Context: an optimization exercise on an open-source flow, tuned for small area. The choices shown serve that exercise and are no tape-out recipe.
At most, simulation tests tie the RTL to the original design; equivalence was not proved.
The RTL of run 1 was laid out without a check of its function.
Power and IR drop assume default switching activity.

--- design/flow/run.sh ---
#!/bin/bash
# synth_recipe.tcl (not shown) runs the flow's synth.tcl, then flattens the netlist and writes it again
# the make line also repeats each setting of config.mk as NAME=value (left out here)
make -C /OpenROAD-flow-scripts/flow DESIGN_CONFIG=/design/flow/config.mk WORK_HOME=/design/flow/orfs CLKGATE_MAP_FILE= SYNTH_SCRIPT=/design/flow/synth_recipe.tcl finish
--- design/flow/config.mk ---
export PLATFORM = sky130hd
export DESIGN_NAME = openNocTop
export DESIGN_NICKNAME = openNocTop
export VERILOG_FILES = /design/flow/design.v
export SDC_FILE = /design/flow/constraint.sdc
export NUM_CORES = 4
export LEC_CHECK = 0
export CAP_MARGIN = 20
export CORE_MARGIN = 2
export CORE_UTILIZATION = 40
export SLEW_MARGIN = 20
--- design/flow/constraint.sdc ---
create_clock -name core_clock -period 5.0 [get_ports {clk}]
set_input_delay 1.0000 -clock core_clock [delete_from_list [all_inputs] [get_ports {clk}]]
set_output_delay 1.0000 -clock core_clock [all_outputs]
set_load 0.01 [all_outputs]
--- design/flow/design.v ---
module nbyn #(parameter x_coord = 0, y_coord = 0, INV_IN = 0, INV_OUT = 0,
              data_width = 32, total_width = data_width + 2)
(
input  wire clk,
input  wire rstn,
input  wire i_valid_l,
input  wire i_valid_b,
input  wire i_valid_pe,
output wire o_ready_pe,
output reg  o_valid_r,
output reg  o_valid_t,
output reg  o_valid_pe,
input  wire [total_width-1:0] i_data_l,
input  wire [total_width-1:0] i_data_b,
input  wire [total_width-1:0] i_data_pe,
output reg  [total_width-1:0] o_data_r,
output reg  [total_width-1:0] o_data_t,
output wire [total_width-1:0] o_data_pe
);
wire [total_width-1:0] dl = INV_IN ? ~i_data_l : i_data_l;
wire [total_width-1:0] db = INV_IN ? ~i_data_b : i_data_b;
wire [total_width-1:0] dp = i_data_pe;
wire lx = dl[0] == x_coord[0];
wire ly = dl[1] == y_coord[0];
wire bx = db[0] == x_coord[0];
wire by = db[1] == y_coord[0];
wire px = dp[0] == x_coord[0];
wire py = dp[1] == y_coord[0];
wire LR = i_valid_l & ~lx;
wire LT = i_valid_l & lx & ~ly;
wire LP = i_valid_l & lx & ly;
wire BT = i_valid_b & ~by;
wire BR = i_valid_b & by & ~bx;
wire BP = i_valid_b & by & bx;
assign o_ready_pe = ~(LR | LT) | ~(BT | BR);
wire pv = i_valid_pe & o_ready_pe;
wire PR = pv & ~px;
wire PT = pv & px & ~py;
wire PP = pv & px & py;
reg [2:0] sr, st, sp;
always @(*) begin
    sr = 3'b000;
    if (BR)
        sr = 3'b001;
    else if (LT) begin
        if (BT)            sr = 3'b001;
        else if (PT | PR)  sr = 3'b100;
        else if (BP & PP)  sr = 3'b001;
    end
    else if (PT) begin
        if (BT)            sr = 3'b001;
        else if (LR)       sr = 3'b010;
        else if (BP & LP)  sr = 3'b010;
    end
    else if (LP & BP)      sr = 3'b010;
    else if (LP & PP)      sr = 3'b010;
    else if (LR)           sr = 3'b010;
    else if (PR)           sr = 3'b100;
end
always @(*) begin
    st = 3'b000;
    if (BR) begin
        if (LR | LT)       st = 3'b010;
        else if (PR | PT)  st = 3'b100;
        else if (LP & PP)  st = 3'b010;
    end
    else if (LT)           st = 3'b010;
    else if (PT)           st = 3'b100;
    else if (LR) begin
        if (BT)            st = 3'b001;
        else if (PR)       st = 3'b100;
        else if (BP & PP)  st = 3'b001;
    end
    else if (LP & BP) begin
        if (PR | PT)       st = 3'b100;
        else if (PP)       st = 3'b001;
    end
    else if (BP & PP)      st = 3'b001;
    else if (BT)           st = 3'b001;
end
always @(*) begin
    sp = 3'b000;
    if (PP)      sp = 3'b100;
    else if (BP) sp = 3'b001;
    else if (LP) sp = 3'b010;
end
wire [total_width-1:0] nr = ({total_width{sr[0]}} & db) | ({total_width{sr[1]}} & dl) | ({total_width{sr[2]}} & dp);
wire [total_width-1:0] nt = ({total_width{st[0]}} & db) | ({total_width{st[1]}} & dl) | ({total_width{st[2]}} & dp);
wire [data_width-1:0]  np = ({data_width{sp[0]}} & db[total_width-1:2]) | ({data_width{sp[1]}} & dl[total_width-1:2]) | ({data_width{sp[2]}} & dp[total_width-1:2]);
reg [data_width-1:0] pe_payload;
assign o_data_pe = {pe_payload, y_coord[0], x_coord[0]};
always @(posedge clk) begin
    o_valid_r  <= |sr;
    o_valid_t  <= rstn & (|st);
    o_valid_pe <= rstn & (|sp);
    o_data_r   <= INV_OUT ? ~nr : nr;
    o_data_t   <= INV_OUT ? ~nt : nt;
    pe_payload <= np;
end
endmodule
module openNocTop #(parameter X=2,Y=2,data_width=32, x_size=1, y_size=1,total_width=(x_size+y_size+data_width),sw_no=X*Y)
(
input wire clk,
input wire rstn,
input wire [(X*Y)-1:0] r_valid_pe,
input wire [(total_width*X*Y)-1:0] r_data_pe,
output wire [(X*Y)-1:0] r_ready_pe,
output wire [(X*Y)-1:0] w_valid_pe,
output wire [(total_width*X*Y)-1:0] w_data_pe
);
wire                   w_valid_r[3:0];
wire                   w_valid_t[3:0];
wire [total_width-1:0] w_data_r[3:0];
wire [total_width-1:0] w_data_t[3:0];
genvar p;
generate
for (p = 0; p < 4; p = p + 1) begin : node
    localparam xc = p % 2;
    localparam yc = p / 2;
    localparam pl = (1 - xc) + 2 * yc;    
    localparam pb = xc + 2 * (1 - yc);    
    localparam inv = (xc + yc) % 2;
    nbyn #(.x_coord(xc), .y_coord(yc), .INV_IN(1 - inv), .INV_OUT(inv),
           .data_width(data_width), .total_width(total_width))
    nbyn_instance (
        .clk(clk),
        .rstn(rstn),
        .i_valid_l(w_valid_r[pl]),
        .i_valid_b(w_valid_t[pb]),
        .i_valid_pe(r_valid_pe[p]),
        .o_ready_pe(r_ready_pe[p]),
        .o_valid_r(w_valid_r[p]),
        .o_valid_t(w_valid_t[p]),
        .o_valid_pe(w_valid_pe[p]),
        .i_data_l(w_data_r[pl]),
        .i_data_b(w_data_t[pb]),
        .i_data_pe(r_data_pe[total_width*p +: total_width]),
        .o_data_r(w_data_r[p]),
        .o_data_t(w_data_t[p]),
        .o_data_pe(w_data_pe[total_width*p +: total_width])
    );
end
endgenerate
endmodule
==> results of run 1 <==
routing by layer:
metal | vias up | wire, um | GRT usage (%)
met5 | - | 26 | 0
met2 | 1161 | 30120 | 47.64
met3 | 198 | 7704 | 8.188
met4 | 4 | 2771 | 14.98
li1 | 6510 | - | -
met1 | 7361 | 25780 | 38.59
power groups by stage:
stage               logic [mW]  registers, mW  clock network (mW)
floorplan                 1.43           4.26                   0
global placement          2.35           4.45                   0
detailed placement        2.36           4.45                   0
CTS                       2.38           4.39                3.44
global route              2.55           4.47                3.58
finish                    2.46           4.42                3.43
worst paths after layout:
kind                                        end  depth (start not counted)
min reg2reg   node[2].nbyn_instance.o_data_r[8]                          1
max                               r_ready_pe[3]                          3
max reg2reg  node[3].nbyn_instance.o_data_t[16]                          6
min           node[2].nbyn_instance.o_data_r[8]                          1
cell usage in the layout (no fill, tap or decap), drive strengths merged, types with 35 or more instances in the layout:
| cell | synthesis | final |
|---|---|---|
| nand2 | 121 | 121 |
| clkdlybuf4s50 | 0 | 277 |
| clkbuf | 50 | 60 |
| inv | 81 | 83 |
| a21o | 35 | 35 |
| o221ai | 69 | 69 |
| a22oi | 64 | 64 |
| a222oi | 130 | 130 |
| a221o | 67 | 67 |
| dfxtp | 412 | 412 |
| o22ai | 66 | 66 |
| o21ai | 76 | 76 |
| buf | 113 | 35 |
| nor2 | 82 | 82 |
metrics by stage:
stage	setup slack (ps)	instances	total power, mW	hold slack (ps)	cell area (um^2)
global placement	1339	2255	6.799	451.4	19140
floorplan	2565	1582	5.696	441.5	16250
global route	1605	2336	10.60	484.0	20670
CTS	1646	2333	10.22	467.4	20640
finish	1643	2337	10.31	465.2	20670
detailed placement	1257	2255	6.815	463.4	19140
state kept, by name, indices dropped and copies added (netlist names):
| name | flops |
|---|---|
| node.nbyn_instance.o_data_r | 136 |
| node.nbyn_instance.o_data_t | 136 |
| node.nbyn_instance.pe_payload | 128 |
| node.nbyn_instance.o_valid_pe | 4 |
| node.nbyn_instance.o_valid_r | 4 |
| node.nbyn_instance.o_valid_t | 4 |
kinds of logic (layout without fill, tap and decap cells):
group | after synthesis | in the layout | synth area share (%)
muxes | 36 | 36 | 2.474
buffers and inverters | 244 | 471 | 7.778
AOI/OAI and AO/OA | 606 | 606 | 30.66
DFF | 412 | 412 | 50.81
and+or+nand+nor | 276 | 276 | 8.233
other | 2 | 11 | 0.04627
worst max-delay path, cell delays in order (launching register included):
cell and delay (ps):
dfxtp_1 590, o211ai_1 300, or2_2 380, clkdlybuf4s50_1 490
area by class of cell:
| type | instances | area, um^2 |
|---|---|---|
| clock inverters | 18 | 249.0 |
| repair buffers | 312 | 3073 |
| clock buffers | 60 | 1251 |
| inverters | 81 | 304.0 |
| fillers | 3570 | 19240 |
| diodes | 3 | 7.507 |
| multi-input cells | 926 | 6884 |
| flip-flops and latches | 412 | 8248 |
| well taps | 525 | 656.9 |
==> metrics.md, run 1 <==
| Metric | Value |
|---|---|
| Post-route ant nets | `0` |
| Logic pwr share | `between 20% and 30%` |
| Register share of total power | `between 40% and 50%` |
| Avg WL per Cell | `approximately 28 um` |
| Die Wd | `a little over 200 um` |
| Switching share of total power | `33.83%` |
| Post-synth cell types | `76` |
| Die area | `between 40000 and 50000 um^2` |
| Final Cycle Share | `between 60% and 70%` |
| Min Tclk post-route | `~3400 ps` |
| Synth area leader | `dfxtp_1` |
| TNS Setup | `0 ps` |
| Detailed-route via count | `15230` |
| Clock network power share | `about a third` |
| Vias per inst | `between 6 and 7` |
| Top cells by area, synth | `dfxtp_1, a222oi_1, a221o_1` |
| Die Y | `around 210 um` |
| Worst endpoint required time | `~4000 ps` |
| CTS-repair resized insts | `0` |
| H-tree levels | `2` |
| P per Cell Area | `roughly 500 nW/um^2` |
| Worst clock skew | `26.17 ps` |
| CTS tree | `built` |
| Final setup violation count | `0` |
| First-pass GRT wire length | `~95 mm` |
| Worst-path maximum fanout | `10` |
| Crit start category | `flop` |
| Worst-path clk slew | `roughly 70 ps` |
| Hold_sp | `node[0].nbyn_instance.o_data_t[8]` |
| Critical path class | `reg -> out` |
| DR pass1 iterations | `9` |
| Ys async rst share | `0%` |
| EDFF count, synth | `0` |
| Routed Wire Length | `around 66 mm` |
| LEAKAGE | `between 8 and 9 nW` |
| Critical Path Source | `node[2].nbyn_instance.o_valid_r` |
| Synthesized flop and latch total | `412` |
| Vias in the first global route | `14930` |
| Final hold viol count | `0` |
| PortBufs | `~280` |
| Status | `no timing/DRC/antenna violations` |
| Crit. End Element | `output pin` |
| Total CTS buffers | `44` |
| Maximum buffer depth of the clock tree | `3` |
| HP Class | `reg -> reg` |
| Core area | `39910 um^2` |
| Initial antenna violation count | `6` |
| Worst EP arrival | `about 2400 ps` |
| Sw Pwr | `roughly 3.5 mW` |
| Post-route DRC | `0` |
| Global Route Usage Sum | `30.38%` |
| VDD IR-drop max | `about 0.25 mV` |
| Worst Tran Pin Value | `between 1000 and 1500 ps` |
| P&R area growth vs syn | `27.36%` |
| Detailed Place HPWL | `41.63 mm` |
| # IOs | `roughly 290` |
| RSZ-0062 raised after global routing | `false` |
| Final #Nets | `1919` |
| Synth warnings | `5` |
| Mapped Area | `about 16000 um^2` |
| FF-to-FF Start | `node[2].nbyn_instance.o_valid_r` |
| Clk Latency, worst-skew pair | `around 600 ps` |
| Max Cap Violations | `0` |
| Grt total ovfl | `0` |
| Mapped Cells | `approximately 1600` |
| R2r setup slk | `1960 ps` |
| Share of cells above drive strength 1 | `between 10% and 20%` |
| Root buffer cell | `clkbuf_16` |
| Number of DRC markers in iteration 0 | `between 2000 and 3000` |
| CTS sink count | `slightly above 400` |
| CTS Hold Buffers Added | `0` |
| Post-synthesis sequential area ratio | `around 51%` |
| Main synth FF type | `dfxtp_1` |
| Most frequent cells after synthesis | `dfxtp_1, a222oi_1, nand2_1, nor2_1, inv_1` |
| Fmax | `297.9 MHz` |
| Largest net degree at the start of global routing | `between 60 and 70` |
| Row count | `between 70 and 80` |
| Mapped Avg Cell Area | `between 10 and 15 um^2` |
| Initial Utilization | `roughly two fifths` |
| Fin util | `about 52%` |
| Final slew viol count | `0` |
| Slew Limit Headroom | `between 20% and 30%` |
| Count leader, synth | `dfxtp_1` |
| Routability cong. | `0.8961` |
| Setup fix buffers added after clock tree synthesis | `0` |
| Internal power | `between 6 and 7 mW` |
| Yosys top cell area share | `50.81%` |
==> run 2: changes to the inputs <==
--- a/design/flow/design.v
+++ b/design/flow/design.v
@@ -22,2 +22,3 @@
 wire [total_width-1:0] dp = i_data_pe;
+wire [total_width-1:0] rp = INV_IN ? ~i_data_pe : i_data_pe;
 wire lx = dl[0] == x_coord[0];
@@ -86,7 +87,9 @@
 end
-wire [total_width-1:0] nr = ({total_width{sr[0]}} & db) | ({total_width{sr[1]}} & dl) | ({total_width{sr[2]}} & dp);
-wire [total_width-1:0] nt = ({total_width{st[0]}} & db) | ({total_width{st[1]}} & dl) | ({total_width{st[2]}} & dp);
-wire [data_width-1:0]  np = ({data_width{sp[0]}} & db[total_width-1:2]) | ({data_width{sp[1]}} & dl[total_width-1:2]) | ({data_width{sp[2]}} & dp[total_width-1:2]);
+wire [total_width-1:0] nr, nt;
+wire [data_width-1:0]  np;
+sel3n #(total_width) mux_r (.s(sr), .a(i_data_b), .b(i_data_l), .c(rp), .y(nr));
+sel3n #(total_width) mux_t (.s(st), .a(i_data_b), .b(i_data_l), .c(rp), .y(nt));
+sel3n #(data_width)  mux_p (.s(sp), .a(i_data_b[total_width-1:2]), .b(i_data_l[total_width-1:2]), .c(rp[total_width-1:2]), .y(np));
 reg [data_width-1:0] pe_payload;
-assign o_data_pe = {pe_payload, y_coord[0], x_coord[0]};
+assign o_data_pe = {INV_IN ? pe_payload : ~pe_payload, y_coord[0], x_coord[0]};
 always @(posedge clk) begin
@@ -95,6 +98,16 @@
     o_valid_pe <= rstn & (|sp);
-    o_data_r   <= INV_OUT ? ~nr : nr;
-    o_data_t   <= INV_OUT ? ~nt : nt;
+    o_data_r   <= nr;
+    o_data_t   <= nt;
     pe_payload <= np;
 end
+endmodule
+module sel3n #(parameter W = 1)
+(
+input  wire [2:0]   s,
+input  wire [W-1:0] a,
+input  wire [W-1:0] b,
+input  wire [W-1:0] c,
+output wire [W-1:0] y
+);
+assign y = ~(({W{s[0]}} & a) | ({W{s[1]}} & b) | ({W{s[2]}} & c));
 endmodule
==> design/flow/flow/run.sh (new file) <==
#!/bin/bash
# Standard ORFS layout, with the ports buffered by the smallest buffer cell
# instead of ORFS's default choice. Each tool's full output stays in
# orfs/logs; the make output goes to flow_make.log.
set -euo pipefail
bash standard.sh \
  "BUFFER_PORTS_ARGS=-buffer_cell sky130_fd_sc_hd__buf_1" \
  REMOVE_ABC_BUFFERS=1 \
  finish > flow_make.log 2>&1
==> design/flow/standard.sh (new file) <==
#!/bin/bash
# synth_recipe.tcl (not shown) runs the flow's synth.tcl, then flattens the netlist and writes it again
# the make line also repeats each setting of config.mk as NAME=value (left out here)
make -C /OpenROAD-flow-scripts/flow DESIGN_CONFIG=/design/flow/config.mk WORK_HOME=/design/flow/orfs CLKGATE_MAP_FILE= SYNTH_SCRIPT=/design/flow/synth_recipe.tcl "${@:-finish}"
--- a/design/flow/config.mk
+++ b/design/flow/config.mk
@@ -9,3 +9,6 @@
 export CORE_MARGIN = 2
-export CORE_UTILIZATION = 40
+export CORE_UTILIZATION = 60
+export CTS_BUF_LIST = sky130_fd_sc_hd__clkbuf_4 sky130_fd_sc_hd__clkbuf_8
 export SLEW_MARGIN = 20
+export SYNTH_HIERARCHICAL = 1
+export SYNTH_MINIMUM_KEEP_SIZE = 0
removed: design/flow/run.sh
==> run 2 against run 1 <==
Net effect: count of clock-buffer cells in the layout grew 33; critical path depth unchanged; first-iteration DRC count rose by 83%; critical endpoint is now r_ready_pe[1]; largest cell class unchanged; largest power group unchanged.
==> metrics.md, run 2 <==
| Metric | Value |
|---|---|
| Status | `no timing/DRC/antenna violations` |
| Met2 wire len | `between 20 and 25 mm` |
| Synth warnings | `11` |
| Setup fix buffers added after clock tree synthesis | `0` |
| LEAKAGE | `between 6 and 7 nW` |
| VDD IR-drop max | `between 0.3 and 0.4 mV` |
| Clk Latency, worst-skew pair | `a little over 600 ps` |
| Die Wd | `around 160 um` |
| Worst EP arrival | `between 1500 and 2000 ps` |
| Total CTS buffers | `61` |
| Met1 Wirelength | `roughly 20 mm` |
| TNS Setup | `0 ps` |
| First-pass GRT wire length | `between 70 and 80 mm` |
| Min Tclk post-route | `between 2000 and 3000 ps` |
| CTS tree | `built` |
| CTS Hold Buffers Added | `0` |
| Worst endpoint required time | `4000 ps` |
| Routed Wire Length | `54.74 mm` |
| Initial Utilization | `between 60% and 70%` |
| Post-route ant nets | `0` |
| Largest net degree at the start of global routing | `36` |
| Detailed Place HPWL | `between 20 and 30 mm` |
| Final slew viol count | `0` |
| Worst setup margin | `2022 ps` |
| Max Cap Violations | `0` |
| Crit start category | `flop` |
| Crit. End Element | `output pin` |
| Number of DRC markers in iteration 0 | `4826` |
| Maximum buffer depth of the clock tree | `3` |
| Yosys top cell area share | `54.13%` |
| HP Class | `reg -> reg` |
| Max layer used | `met5` |
| Vias in the first global route | `~13000` |
| Synthesized flop and latch total | `around 400` |
| Post-synthesis sequential area ratio | `between 50% and 60%` |
| EDFF count, synth | `0` |
| Vias per inst | `about 7.4` |
| Internal power | `around 7.7 mW` |
| Core area | `around 25000 um^2` |
| CP cell instances | `nor2b_1, or4_4, buf_1` |
| P&R area growth vs syn | `12.14%` |
| Routability cong. | `roughly 0.90` |
| Post-route DRC | `0` |
| Critical-path top delay cell | `or4_4` |
| Critical path class | `reg -> out` |
| Most common cell after layout, fill and taps aside | `dfxtp_1` |
| Pre-CTS setup slack | `between 1500 and 2000 ps` |
| CTS sink count | `approximately 410` |
| Final Cycle Share | `59.56%` |
| Share of cells above drive strength 1 | `a little under an eighth` |
| P per Cell Area | `between 700 and 800 nW/um^2` |
| Root buffer cell | `clkbuf_8` |
| Final setup violation count | `0` |
| Top flop regs | `node.nbyn_instance.o_data_r: 136 flops, node.nbyn_instance.o_data_t: 136 flops, node.nbyn_instance.pe_payload: 128 flops` |
| RSZ-0062 raised after global routing | `false` |
| Avg WL per Cell | `29.35 um` |
| Register share of total power | `between 40% and 50%` |
| Mapped Avg Cell Area | `12.03 um^2` |
| Total of fill cells in the finished design | `2017` |
| PortBufs | `277` |
| Slew Limit Headroom | `16.65%` |
| Wire length on met3 | `slightly below 9 mm` |
| Mapped Area | `roughly 15000 um^2` |
| # IOs | `~290` |
| Fmax | `around 340 MHz` |
| Main combinational cell family by area after synthesis | `compound AO/OA/AOI/OAI gates` |
| Mux share of post-synthesis cell area | `less than 1%` |
| Clock network power share | `22.6%` |
| Switching share of total power | `a little under two fifths` |
| Worst clock skew | `about 31 ps` |
| Synth area leader | `dfxtp_1` |
| Ys async rst share | `0%` |
| Worst-path maximum fanout | `8` |
| Commonest cells after routing, fill and taps aside | `dfxtp_1, a222oi_1, buf_1` |
| Worst-path clk slew | `approximately 70 ps` |
| Detailed-route via count | `13890` |
| Synth Area in Simple Gates | `around 3.7%` |
| Count leader, synth | `dfxtp_1` |
| Post-synth cell types | `68` |
| Cell count after placement | `~1800` |
| Die Y | `163.4 um` |
| Mapped Cells | `1267` |
| Top cells by area, synth | `dfxtp_1, a222oi_1, buf_6` |
| Final cell count without fillers | `between 1500 and 2000` |
| Worst Tran Pin Value | `around 1300 ps` |
| Sw Pwr | `around 4.6 mW` |
| Logic pwr share | `a little under a third` |
| Complex-gate fraction of the synthesized area | `about 30%` |
| Main synth FF type | `dfxtp_1` |
| Synth Area in XOR/XNOR | `0%` |
| CTS-repair resized insts | `0` |
| DR pass1 iterations | `14` |
| Synth Area in Adders | `0%` |
| CP max stage delay | `550 ps` |
| Most frequent cells after synthesis | `dfxtp_1, a222oi_1, inv_1, buf_6, buf_2` |
| Grt total ovfl | `0` |
| H-tree levels | `2` |
| Final hold viol count | `0` |
| Die area | `26690 um^2` |
| Row count | `a little under 60` |
| Final #Nets | `~1600` |
| Initial antenna violation count | `4` |
| Global Route Usage Sum | `38.68%` |
[run 2: changes by cell type in the layout (fill, tap and decap cells not counted), sizes merged, moves of 68 or more]
cell | before | now
clkdlybuf4s50 | 277 | 0
nand2 | 121 | 16
a222oi | 130 | 400
buf | 35 | 306
nor2 | 82 | 14
o221ai | 69 | 0
[run 2: stage by stage]
| stage | utilization (%) | hold slack, ps | area [um^2] | power, mW |
|---|---|---|---|---|
| 4_1_cts | 68.04 | 469.8 | 17040 | 12.08 |
| 2_1_floorplan | - | 444.1 | 13970 | 7.674 |
| 5_1_grt | 68.24 | 488.2 | 17090 | 12.72 |
| 6_report | 68.25 | 476.3 | 17090 | 12.32 |
| 3_5_place_dp | 63.09 | 468.1 | 15800 | 9.302 |
| 3_3_place_gp | 62.92 | 461.5 | 15750 | 9.247 |
[run 2: cell families after synthesis]
kind of cell    Yosys count
flops                   412
other cells               6
simple gates             88
buf+inv                 293
mux                       1
compound gates          467
[run 2: area by class of cell]
type	instances	area (um^2)	area share (%)
Antenna cell	2	5.005	0.02929
Clock buffer	93	1174	6.868
Clock inverter	7	66.31	0.3881
Inverter	151	566.8	3.317
Multi-Input combinational cell	564	5298	31.00
Sequential cell	412	8248	48.27
Tap cell	330	412.9	2.416
Timing Repair Buffer	306	1318	7.710
[run 2: metal layers]
metal  up-vias  global-route usage [%]
li1       5782                       -
met1      6518                   49.83
met2      1368                   59.28
met3       216                   10.69
met4         4                   20.35
met5         -                  0.1894
[run 2: worst paths after layout]
kind,from,slack [ps],depth (start not counted),end
setup / recovery,node[3].nbyn_instance.o_data_t[1],2020,3,r_ready_pe[1]
hold / removal,node[0].nbyn_instance.o_data_r[32],480,1,node[1].nbyn_instance.o_data_r[32]
setup reg to reg,node[0].nbyn_instance.o_data_r[0],2170,6,node[1].nbyn_instance.o_data_t[32]
hold reg to reg,node[0].nbyn_instance.o_data_r[32],480,1,node[1].nbyn_instance.o_data_r[32]
[run 2: worst max-delay path, delay by kind of cell (launching register included)]
kind                   cells  cell delay (ps)
buffers and inverters      1              170
DFF                        1              530
and+or+nand+nor            2              690
[run 2: power groups by stage]
stage / clock, mW / sequential [mW] / combinational (mW)
final: 2.79 / 5.68 / 3.85
after floorplan: 0 / 5.44 / 2.23
after global routing: 2.93 / 5.79 / 4.01
after CTS: 2.80 / 5.60 / 3.68
after global placement: 0 / 5.65 / 3.59
after detailed placement: 0 / 5.64 / 3.66
==> run 3: changes to the inputs <==
==> design/flow/flow/run.sh (replaced) <==
#!/bin/bash
# Standard ORFS layout with two changes: the ports are buffered by the
# smallest buffer cell, and the clock tree is built from small clock buffers
# in small clusters, without dummy loads. Each tool's full output stays in
# orfs/logs; the make output goes to flow_make.log.
set -euo pipefail
bash standard.sh \
  "BUFFER_PORTS_ARGS=-buffer_cell sky130_fd_sc_hd__buf_1" \
  REMOVE_ABC_BUFFERS=1 \
  "CTS_ARGS=-sink_clustering_enable -repair_clock_nets -dont_use_dummy_load -buf_list sky130_fd_sc_hd__clkbuf_4 -sink_clustering_size 10 -sink_clustering_max_diameter 50" \
  finish > flow_make.log 2>&1
--- a/design/flow/config.mk
+++ b/design/flow/config.mk
@@ -9,4 +9,3 @@
 export CORE_MARGIN = 2
-export CORE_UTILIZATION = 60
-export CTS_BUF_LIST = sky130_fd_sc_hd__clkbuf_4 sky130_fd_sc_hd__clkbuf_8
+export CORE_UTILIZATION = 50
 export SLEW_MARGIN = 20
==> run 3 against run 2 <==
Net effect: still clean on timing, DRC and antenna; maximum frequency fell by 2.1%; worst hold slack worse by 64 ps; wire length grew 1.8%; sequential cell count unchanged; combinational power is essentially flat; largest cell class unchanged.
==> metrics.md, run 3 <==
| Metric | Value |
|---|---|
| Final hold viol count | `0` |
| # IOs | `roughly 290` |
| Core area | `29800 um^2` |
| Initial antenna violation count | `4` |
| Maximum buffer depth of the clock tree | `3` |
| Root buffer cell | `clkbuf_4` |
| Post-route ant nets | `0` |
| Max Cap Violations | `0` |
| Post-route DRC | `0` |
| Die area | `31890 um^2` |
| RSZ-0062 raised after global routing | `false` |
| Final cell count without fillers | `between 1500 and 2000` |
| Global Route Usage Sum | `33.41%` |
| Clock network power share | `13.5%` |
| Worst Hold Endpoint | `node[3].nbyn_instance.o_data_t[20]` |
| TNS Setup | `0 ps` |
| EDFF count, synth | `0` |
| Die Wd | `178.6 um` |
| P per Cell Area | `673.7 nW/um^2` |
| Worst-path maximum fanout | `33` |
| Worst hold stages | `1` |
| Total Power | `between 10 and 15 mW` |
| Internal power | `roughly 6.6 mW` |
| Most frequent cells after synthesis | `dfxtp_1, a222oi_1, inv_1, buf_6, buf_2` |
| PortBufs | `277` |
| Fmax | `about 330 MHz` |
| WHS | `approximately 410 ps` |
| Slew Limit Headroom | `roughly 17%` |
| Total CTS buffers | `48` |
| Final slew viol count | `0` |
| CTS Hold Buffers Added | `0` |
| P&R area growth vs syn | `6.972%` |
| Synth warnings | `11` |
| Synthesized flop and latch total | `412` |
| Final Cycle Share | `60.81%` |
| Cells on worst reg2reg path | `6` |
| Crit start category | `flop` |
| Cell count after placement | `1817` |
| Initial Utilization | `between 50% and 60%` |
| Grt total ovfl | `0` |
| Synth area leader | `dfxtp_1` |
| Final #Nets | `1622` |
| R2r setup slk | `between 1500 and 2000 ps` |
| Final setup violation count | `0` |
| Total of fill cells in the finished design | `between 2000 and 3000` |
| Main synth FF type | `dfxtp_1` |
| Largest net degree at the start of global routing | `36` |
| Post-synth cell types | `68` |
| HP Class | `reg -> reg` |
| Top cells by area, synth | `dfxtp_1, a222oi_1, buf_6` |
| H-tree levels | `2` |
| CTS tree | `built` |
| DR pass1 iterations | `15` |
| Ys async rst share | `0%` |
| Sw Pwr | `between 4 and 5 mW` |
| Worst EP arrival | `approximately 3500 ps` |
| Setup fix buffers added after clock tree synthesis | `0` |
| FF-to-FF Start | `node[3].nbyn_instance.o_data_r[0]` |
| Logic pwr share | `between 30% and 40%` |
| Mapped Avg Cell Area | `~12 um^2` |
| Avg WL per Cell | `29.78 um` |
| Detailed-route via count | `13620` |
| Count leader, synth | `dfxtp_1` |
| Detailed Place HPWL | `around 31 mm` |
| Most common cell after layout, fill and taps aside | `dfxtp_1` |
| Vias per inst | `between 7 and 8` |
| LEAKAGE | `about 6.5 nW` |
| Top flop regs | `node.nbyn_instance.o_data_r: 136 flops, node.nbyn_instance.o_data_t: 136 flops, node.nbyn_instance.pe_payload: 128 flops` |
| Share of cells above drive strength 1 | `about 8.3%` |
| Status | `no timing/DRC/antenna violations` |
| Row count | `63` |
| Die Y | `around 180 um` |
| Switching share of total power | `39.80%` |
| Worst-path clk slew | `around 100 ps` |
| Post-synthesis sequential area ratio | `a little over half` |
| Vias in the first global route | `between 10000 and 15000` |
| CTS-repair resized insts | `0` |
| Worst endpoint required time | `approximately 5400 ps` |
| Routability cong. | `roughly 0.9` |
| Number of DRC markers in iteration 0 | `around 4100` |
| Yosys top cell area share | `a little over half` |
| Mapped Area | `between 15000 and 20000 um^2` |
| Clk Latency, worst-skew pair | `between 700 and 800 ps` |
| VDD IR-drop max | `around 0.3 mV` |
| Mapped Cells | `between 1000 and 1500` |
| Min Tclk post-route | `between 3000 and 4000 ps` |
| Routed Wire Length | `around 56 mm` |
| Hold_sp | `node[2].nbyn_instance.o_data_r[20]` |
| Worst Tran Pin Value | `between 1000 and 1500 ps` |
| Commonest cells after routing, fill and taps aside | `dfxtp_1, a222oi_1, buf_1` |
| CTS sink count | `412` |
| Register share of total power | `between 50% and 60%` |
| Worst r2r dst | `node[2].nbyn_instance.pe_payload[18]` |
| Critical path class | `reg -> reg` |
| Worst clock skew | `between 90 and 100 ps` |
| First-pass GRT wire length | `about 79 mm` |
| Crit. End Element | `flop` |
run 3: changes by cell type in the layout (fill, tap and decap cells not counted), sizes merged:
cell and change:
clkbuf -45, clkinv -6, buf -3, bufinv -1
diode +1
run 3: per-stage QoR:
step | util, % | setup slack [ps] | cell area, um^2
final | 54.70 | 1959 | 16300
after global routing | 54.70 | 1888 | 16300
after CTS | 54.35 | 1976 | 16190
after detailed placement | 53.14 | 1602 | 15830
after global placement | 53.04 | 1636 | 15810
after floorplan | - | 621.6 | 13970
run 3: worst max-delay path: stages (launching register included):
cell and delay [ps]:
dfxtp_1 520, nand2b_2 220, nand4_1 190, nand2_1 170
inv_2 370, nor2_4 1080, a222oi_1 260
run 3: power groups by stage:
stage	clock, mW	sequential, mW	combinational [mW]
final	1.48	5.67	3.83
after global routing	1.62	5.78	4.05
after CTS	1.50	5.60	3.69
after detailed placement	0	5.65	3.67
after global placement	0	5.68	3.63
after floorplan	0	5.44	2.23
run 3: routing by layer:
layer / vias to the layer above / wire length, um / GRT usage (%) / share of wire (%)
met5: - / 19 / 0 / 0.034
met2: 1229 / 25180 / 52.27 / 45
met1: 6515 / 20610 / 43.84 / 37
met3: 144 / 7885 / 7.737 / 14
met4: 2 / 2032 / 15.41 / 3.6
li1: 5731 / - / - / -
run 3: worst max path at each step:
| stage | start | to | cells after the start |
|---|---|---|---|
| finish | node[3].nbyn_instance.o_data_r[0] | node[2].nbyn_instance.pe_payload[18] | 6 |
| detailed placement | r_data_pe[68] | node[2].nbyn_instance.pe_payload[30] | 6 |
| CTS | node[3].nbyn_instance.o_data_t[1] | r_ready_pe[1] | 3 |
| global route | node[0].nbyn_instance.o_valid_r | r_ready_pe[1] | 3 |
| global placement | r_data_pe[68] | node[2].nbyn_instance.pe_payload[30] | 6 |
| floorplan | r_valid_pe[0] | node[0].nbyn_instance.pe_payload[0] | 4 |
run 3: cell type report:
class	count	area (um^2)	share of cell area, %
inverter	151	566.8	3.477
tap	390	488.0	2.994
antenna	3	7.507	0.04606
multi-input combinational	564	5314	32.60
timing repair buffer	303	1315	8.068
sequential	412	8248	50.60
clock buffer	48	360.3	2.211
run 3: cell families (layout without fill, tap and decap cells):
logic type / count (synthesis) / count (layout) / share of synthesized area, %
other cells: 6 / 11 / 0.1478
simple gates: 88 / 88 / 3.654
buf+inv: 293 / 502 / 12.06
flops: 412 / 412 / 54.13
mux: 1 / 1 / 0.06569
compound gates: 467 / 467 / 29.94
==> run 4: changes to the inputs <==
==> design/flow/flow/run.sh (replaced) <==
#!/bin/bash
# Standard ORFS layout with two changes: the ports are buffered by the
# smallest buffer cell, and the clock tree is built from small clock buffers
# in small clusters, without dummy loads; after global routing, gates off the
# critical paths are downsized (RECOVER_POWER). Each tool's full output stays in
# orfs/logs; the make output goes to flow_make.log.
set -euo pipefail
bash standard.sh \
  "BUFFER_PORTS_ARGS=-buffer_cell sky130_fd_sc_hd__buf_1" \
  REMOVE_ABC_BUFFERS=1 RECOVER_POWER=100 \
  "CTS_ARGS=-sink_clustering_enable -repair_clock_nets -dont_use_dummy_load -buf_list sky130_fd_sc_hd__clkbuf_4 -sink_clustering_size 10 -sink_clustering_max_diameter 50" \
  finish > flow_make.log 2>&1
--- a/design/flow/config.mk
+++ b/design/flow/config.mk
@@ -9,3 +9,3 @@
 export CORE_MARGIN = 2
-export CORE_UTILIZATION = 50
+export CORE_UTILIZATION = 40
 export SLEW_MARGIN = 20
==> run 4 against run 3 <==
Net effect: global-route usage shrank 5.2 points; critical path depth is the same; first-iteration DRC count grew 3.3%; the layout now fails its checks (max-capacitance violations, max-slew violations); area after synthesis is the same; cell count grew 6.6%; via count shrank 0.31%; synthesized cell count is the same; largest power group unchanged; sequential share of layout area shrank 0.30 points.
==> metrics.md, run 4 <==
| Metric | Value |
|---|---|
| Vias per inst | `6.807` |
| Grt total ovfl | `0` |
| Final setup violation count | `0` |
| Post-route DRC | `0` |
| Largest net degree at the start of global routing | `36` |
| Synth area leader | `dfxtp_1` |
| Detailed-route via count | `~14000` |
| Top cells by area, synth | `dfxtp_1, a222oi_1, buf_6` |
| Final slew viol count | `395` |
| Count leader, synth | `dfxtp_1` |
| Detailed Place HPWL | `approximately 34 mm` |
| Synth Area in Adders | `0%` |
| Mapped Cells | `~1300` |
| Setup fix buffers added after clock tree synthesis | `0` |
| Die Wd | `199.2 um` |
| Synth Area in Simple Gates | `approximately 3.7%` |
| Most frequent cells after synthesis | `dfxtp_1, a222oi_1, inv_1, buf_6, buf_2` |
| Min Tclk post-route | `4174 ps` |
| EDFF count, synth | `0` |
| Commonest cells after routing, fill and taps aside | `dfxtp_1, a222oi_1, buf_1` |
| Synth Area in XOR/XNOR | `0%` |
| CTS Hold Buffers Added | `0` |
| Yosys top cell area share | `between 50% and 60%` |
| Number of DRC markers in iteration 0 | `between 4000 and 5000` |
| Clk Latency, worst-skew pair | `720 ps` |
| Total CTS buffers | `48` |
| Vias in the first global route | `13030` |
| CTS sink count | `412` |
| P&R area growth vs syn | `7.612%` |
| Worst setup margin | `825.8 ps` |
| Core area | `37580 um^2` |
| Area taken by multi-input logic gates | `roughly 5200 um^2` |
| Final Cycle Share | `approximately 83%` |
| Crit. End Element | `flop` |
| Root buffer cell | `clkbuf_4` |
| Most common cell after layout, fill and taps aside | `dfxtp_1` |
| Global Route Usage Sum | `28.20%` |
| H-tree levels | `2` |
| Mapped Area | `15240 um^2` |
| RSZ-0062 raised after global routing | `false` |
| Worst EP arrival | `around 4700 ps` |
| LEAKAGE | `roughly 6.5 nW` |
| Pre-CTS setup slack | `about 1500 ps` |
| Avg WL per Cell | `a little under 30 um` |
| CTS-repair resized insts | `0` |
| First-pass GRT wire length | `approximately 82 mm` |
| Synth warnings | `11` |
| Worst endpoint required time | `approximately 5600 ps` |
| Final hold viol count | `0` |
| TNS Setup | `0 ps` |
| Synthesized flop and latch total | `around 410` |
| Die Y | `199.2 um` |
| Post-route ant nets | `0` |
| Post-synthesis sequential area ratio | `between 50% and 60%` |
| PortBufs | `between 200 and 300` |
| Crit start category | `flop` |
| Mux share of post-synthesis cell area | `less than 1%` |
| Mapped Avg Cell Area | `around 12 um^2` |
| Worst clock skew | `roughly 57 ps` |
| Total Power | `11.04 mW` |
| Fmax | `239.6 MHz` |
| Area taken by flip-flops and latches | `8248 um^2` |
| SO Viols | `max-capacitance violations, max-slew violations` |
| Routed Wire Length | `between 50 and 60 mm` |
| Fin util | `roughly 44%` |
| Die area | `approximately 40000 um^2` |
| P per Cell Area | `between 600 and 700 nW/um^2` |
| Maximum buffer depth of the clock tree | `3` |
| VDD IR-drop max | `between 0.2 and 0.25 mV` |
| Complex-gate fraction of the synthesized area | `about 30%` |
| Row count | `71` |
| Final #Nets | `around 1600` |
| Main combinational cell family by area after synthesis | `compound AO/OA/AOI/OAI gates` |
| Status | `failed layout checks` |
| # IOs | `286` |
| Total of fill cells in the finished design | `between 3000 and 4000` |
| Post-synth cell types | `68` |
| Main synth FF type | `dfxtp_1` |
| WHS | `~460 ps` |
| Critical path class | `reg -> reg` |
| Worst Tran Pin Value | `2882 ps` |
| Initial Utilization | `between 40% and 50%` |
| Max Cap Violations | `12` |
| DR pass1 iterations | `14` |
| HP Class | `reg -> reg` |
| Top flop regs | `node.nbyn_instance.o_data_r: 136 flops, node.nbyn_instance.o_data_t: 136 flops, node.nbyn_instance.pe_payload: 128 flops` |
| Ys async rst share | `0%` |
| Slew Limit Headroom | `-92.16%` |
| Worst-path maximum fanout | `22` |
| CTS tree | `built` |
| Worst-path clk slew | `approximately 120 ps` |
| Initial antenna violation count | `7` |
| Routability cong. | `roughly 0.83` |
| Share of cells above drive strength 1 | `between 7 and 8%` |
run 4: area by class of cell:
cell class	count	area share, %
repair buffers	302	8.058
well taps	511	3.899
inverters	151	3.457
diodes	7	0.1068
flip-flops and latches	412	50.30
clock buffers	48	2.198
multi-input cells	564	31.98
run 4: cells by family (layout without fill, tap and decap cells):
| group | Yosys count | after routing |
|---|---|---|
| AO/OA/AOI/OAI | 467 | 467 |
| flip-flops | 412 | 412 |
| buffers and inverters | 293 | 501 |
| AND/OR/NAND/NOR | 88 | 88 |
| other | 6 | 15 |
| multiplexers | 1 | 1 |
run 4: final timing paths:
path / depth (start not counted) / to / startpoint / slack [ps]
max: 6 / node[1].nbyn_instance.o_data_r[21] / node[0].nbyn_instance.o_data_r[0] / 830
max reg2reg: 6 / node[1].nbyn_instance.o_data_r[21] / node[0].nbyn_instance.o_data_r[0] / 830
min: 1 / node[2].nbyn_instance.o_data_r[24] / node[0].nbyn_instance.o_data_t[24] / 460
min reg2reg: 1 / node[2].nbyn_instance.o_data_r[24] / node[0].nbyn_instance.o_data_t[24] / 460
run 4: metal layers:
layer | global-route usage, % | part of all wire (%) | routed length (um) | up-vias
li1 | - | - | - | 5728
met5 | 0 | 0.015 | 9 | -
met1 | 37.14 | 38 | 22370 | 6561
met2 | 45.26 | 45 | 26820 | 1135
met4 | 12.08 | 3.4 | 2009 | 2
met3 | 5.283 | 13 | 7857 | 153
run 4: per-stage QoR:
stage / std cells / area (um^2)
6_report: 1995 / 16400
5_1_grt: 1992 / 16390
4_1_cts: 1984 / 16350
3_5_place_dp: 1936 / 15990
3_3_place_gp: 1934 / 15950
2_1_floorplan: 1127 / 13970
run 4: critical path, stage by stage (launching register included):
cell and delay (ps):
dfxtp_1 480, nor2b_1 380, or4_4 220, a21boi_0 100, a21oi_1 2150, buf_4 530
a222oi_1 150
run 4: report_power, final:
part	internal, mW	switching [mW]	leakage [nW]
combinational	1.54	2.31	2.82
clock	0.441	1.06	0.221
sequential	4.64	1.04	3.43

## port drivers added, routing unchanged
The results above use ideal ports. As a check the final layouts listed here were re-extracted and re-timed, cells and wires unchanged.
Step 1, drivers: a clkbuf_16 drives clk and a buf_2 each remaining input, both assumed.
Step 2 times the ports against the registers' clock, not the clock port: input delays grow and output delays shrink by t, the midpoint of the rising clock arrivals with the driver on.
a / b / c = no drivers / after step 1 / after step 2; a / b = the first two.
run | shift t [ns] | slack for setup (ns) | worst setup path at the end | worst slew at a driven data input, ns
run 1 | 0.646 | 1.643 / 1.586 / 1.152 | input to register | 0.09
run 2 | 0.645 | 2.022 / 1.975 / 1.487 | input to register | 0.10
run 3 | 0.728 | 1.959 / 1.937 / 1.455 | input to register | 0.09
run 4 | 0.742 | 0.826 / 0.826 / 0.120 | input to register | 0.10
For run 4, which loses most, drivers alone change the setup slack by 0.000 ns; drivers and shift together by -0.706 ns.
